Source: an optimization exercise on an open RTL-to-GDS flow (aim: small area and a short achievable clock period). Production flows keep margins and buffers that such runs may drop.
The RTL was checked by simulation tests, not by an equivalence proof against the original design.
Power figures rest on the tool's default switching activity, not on a simulated workload.

## amber
// SAD_cal
module SAD_cal(rstn,clk,din,refi,cal_en,sad,sad_val);
input rstn;
input clk;
input [1023:0] din;
input [1023:0] refi;
input cal_en;
output [15:0] sad;
output sad_val;
wire [7:0] e0;
wire C_0, G10_0, G20_0, G32_0, G40_0, G54_0, G60_0, G76_0, P32_0, P54_0, P76_0, g5p_0, g6p_0, nG10_0, nG30_0, nG50_0, nG64_0, nG74_0, nP64_0, nP74_0, ng0_0, ng1_0, ng2_0, ng3_0, ng4_0, ng5_0, ng6_0, ng7_0, p5_0, p6_0, t1_0, t2_0, t3_0, t4_0, t5_0, t6_0, t7_0, x0_0, x1_0, x2_0, x3_0, x4_0, x5_0, x6_0, x7_0;
SAD_nandn u_ng0_0 (din[0], refi[0], ng0_0);
SAD_xor u_x0_0 (din[0], refi[0], x0_0);
SAD_nandn u_ng1_0 (din[1], refi[1], ng1_0);
SAD_xor u_x1_0 (din[1], refi[1], x1_0);
SAD_nandn u_ng2_0 (din[2], refi[2], ng2_0);
SAD_xor u_x2_0 (din[2], refi[2], x2_0);
SAD_nandn u_ng3_0 (din[3], refi[3], ng3_0);
SAD_xor u_x3_0 (din[3], refi[3], x3_0);
SAD_nandn u_ng4_0 (din[4], refi[4], ng4_0);
SAD_xor u_x4_0 (din[4], refi[4], x4_0);
SAD_nandn u_ng5_0 (din[5], refi[5], ng5_0);
SAD_xor u_x5_0 (din[5], refi[5], x5_0);
SAD_nandn u_ng6_0 (din[6], refi[6], ng6_0);
SAD_xor u_x6_0 (din[6], refi[6], x6_0);
SAD_nandn u_ng7_0 (din[7], refi[7], ng7_0);
SAD_xor u_x7_0 (din[7], refi[7], x7_0);
SAD_oai u_G10_0 (x1_0, ng0_0, ng1_0, G10_0);
SAD_oai u_G32_0 (x3_0, ng2_0, ng3_0, G32_0);
SAD_oai u_G54_0 (x5_0, ng4_0, ng5_0, G54_0);
SAD_oai u_G76_0 (x7_0, ng6_0, ng7_0, G76_0);
SAD_nor u_P32_0 (x3_0, x2_0, P32_0);
SAD_nor u_P54_0 (x5_0, x4_0, P54_0);
SAD_nor u_P76_0 (x7_0, x6_0, P76_0);
SAD_aoi u_nG30_0 (P32_0, G10_0, G32_0, nG30_0);
SAD_aoi u_nG74_0 (P76_0, G54_0, G76_0, nG74_0);
SAD_nand u_nP74_0 (P76_0, P54_0, nP74_0);
SAD_inv u_nG10_0 (G10_0, nG10_0);
SAD_oai u_G20_0 (x2_0, nG10_0, ng2_0, G20_0);
SAD_oai u_G40_0 (x4_0, nG30_0, ng4_0, G40_0);
SAD_oai u_C_0 (nP74_0, nG30_0, nG74_0, C_0);
SAD_inv u_g6p_0 (ng6_0, g6p_0);
SAD_xnor u_p6_0 (din[6], refi[6], p6_0);
SAD_aoi u_nG64_0 (p6_0, G54_0, g6p_0, nG64_0);
SAD_nand u_nP64_0 (p6_0, P54_0, nP64_0);
SAD_oai u_G60_0 (nP64_0, nG30_0, nG64_0, G60_0);
SAD_inv u_g5p_0 (ng5_0, g5p_0);
SAD_xnor u_p5_0 (din[5], refi[5], p5_0);
SAD_aoi u_nG50_0 (p5_0, G40_0, g5p_0, nG50_0);
SAD_xor u_t1_0 (x1_0, ng0_0, t1_0);
SAD_xnor u_t2_0 (x2_0, G10_0, t2_0);
SAD_xnor u_t3_0 (x3_0, G20_0, t3_0);
  ...
Size in the first run: ~8700 cells after synthesis, ~680 flip-flops, roughly 85000 um^2 of cells after synthesis.
Settings: LEC_CHECK=0, CAP_MARGIN=20, CORE_AREA=2 2 478 478, DIE_AREA=0 0 480 480, PLACE_DENSITY=0.6, SLEW_MARGIN=20, SYNTH_HIERARCHICAL=1; clock period 4.0 ns.
standard.sh (not shown) runs the stock make flow with config.mk's settings and CLKGATE_MAP_FILE= SYNTH_SCRIPT=/design/flow/synth_recipe.tcl, a recipe that flattens the netlist after the stock synthesis.
==> flow/flow/run.sh <==
#!/bin/bash
# The standard layout (standard.sh), with plain buf_1 cells as the port buffers
# instead of the delay cells buffer_ports picks by default, and the I/O pins
# allowed on every routing track of the die's edge so that the die can be smaller.
set -euo pipefail
export BUFFER_PORTS_ARGS="-buffer_cell sky130_fd_sc_hd__buf_1"
export PLACE_PINS_ARGS="-min_distance 1 -min_distance_in_tracks"
export ROUTING_LAYER_ADJUSTMENT=0.10
bash standard.sh > standard.log 2>&1
The flow ended early for amber: it failed with a tool error in global routing (5_1_grt).
Setup changes, amber to nickel
Settings: CORE_AREA changed from 2 2 478 478 to 12 12 468 468.
Looking only at number of placement rows, and setting everything else aside, the lower value of nickel and amber goes to nickel. nickel finished end to end and its layout was clean on timing, DRC and antenna. Starting density of the core for nickel: 3.3 points up relative to amber. Delta (nickel minus amber): total cell area at the placement stage essentially unchanged; number of placed cells counting well taps decreased about 2%; area after synthesis essentially unchanged.
Here is what was changed in the inputs of tundra compared with nickel.
Settings: setting SETUP_SLACK_MARGIN to 0.5 for the first time.
Results
The share of power burned in the clock network on nickel is in line with that on tundra. Reported for tundra and nickel, die area turned out identical to the last digit. Per the comparison of tundra with nickel, proportion of total power due to net switching comparable; compound-cell area share of the yosys netlist comparable. Count of sequential standard cells: tundra vs nickel — no meaningful difference. tundra against nickel: area added between synthesis and finish level, adder-cell share of the synthesized area level, count of cell instances traversed by the critical path level, power consumption did not really move, fraction of the mapped netlist area in simple logic gates stayed essentially flat.
The inputs of pepper differ from those of tundra as listed below.
Settings: clearing SETUP_SLACK_MARGIN, which used to be 0.5; swapping 12 12 468 468 for 2 2 718 718 in CORE_AREA; swapping 0 0 480 480 for 0 0 720 720 in DIE_AREA.
==> flow/flow/run.sh <==
#!/bin/bash
# The standard layout (standard.sh), with plain buf_1 cells as the port buffers
# instead of the delay cells buffer_ports picks by default.
set -euo pipefail
export BUFFER_PORTS_ARGS="-buffer_cell sky130_fd_sc_hd__buf_1"
bash standard.sh > standard.log 2>&1
Findings:
- Relative to tundra, pepper degrades setup slack.
- pepper gives less proportion of cell area occupied by registers than tundra did.
- Cmp pepper vs tundra: final area higher in pepper
- STATUS run=pepper STAGES=ALL_DONE FINAL_CHECKS=FAILED CAUSE=antenna rules
- The run showing the smaller core occupancy in the finished layout is pepper.
- pepper vs tundra: via count of the first global-routing pass down in pepper
- | met3 routing resource usage after global routing | pepper vs tundra | 2.6 points lower |
- tundra and pepper ended up with roughly the same portion of total power attributed to combinational logic.
- pepper vs tundra, full die area went up by about 130%.
- Per the comparison of pepper with tundra, tap cell count rose 4028; flip-flop and latch power picked up an extra about 4%.

[afterwards: timing with drivers on the ports]
The flow's constraints put no driver on any port. The routed layouts listed below were extracted and timed again, unchanged, in two steps.
Step 1 assumes that a clkbuf_16 drives the clock port and a buf_2 every other input.
Step 2 times the ports against the registers' clock, not the clock port: input delays grow and output delays shrink by t, the midpoint of the rising clock arrivals with the driver on.
Slacks: ideal / step 1 / step 2; pairs: ideal / step 1.
run	t (ns)	slack for setup (ns)	worst register clock-pin slew, ns
nickel	0.770	0.702 / 0.601 / -0.169	0.07 / 0.07
tundra	0.770	0.702 / 0.601 / -0.169	0.07 / 0.07
pepper	0.958	0.632 / 0.431 / -0.527	0.08 / 0.08
The setup slack of pepper, which loses most, moves by -0.201 ns with the drivers and by -1.159 ns with both steps.
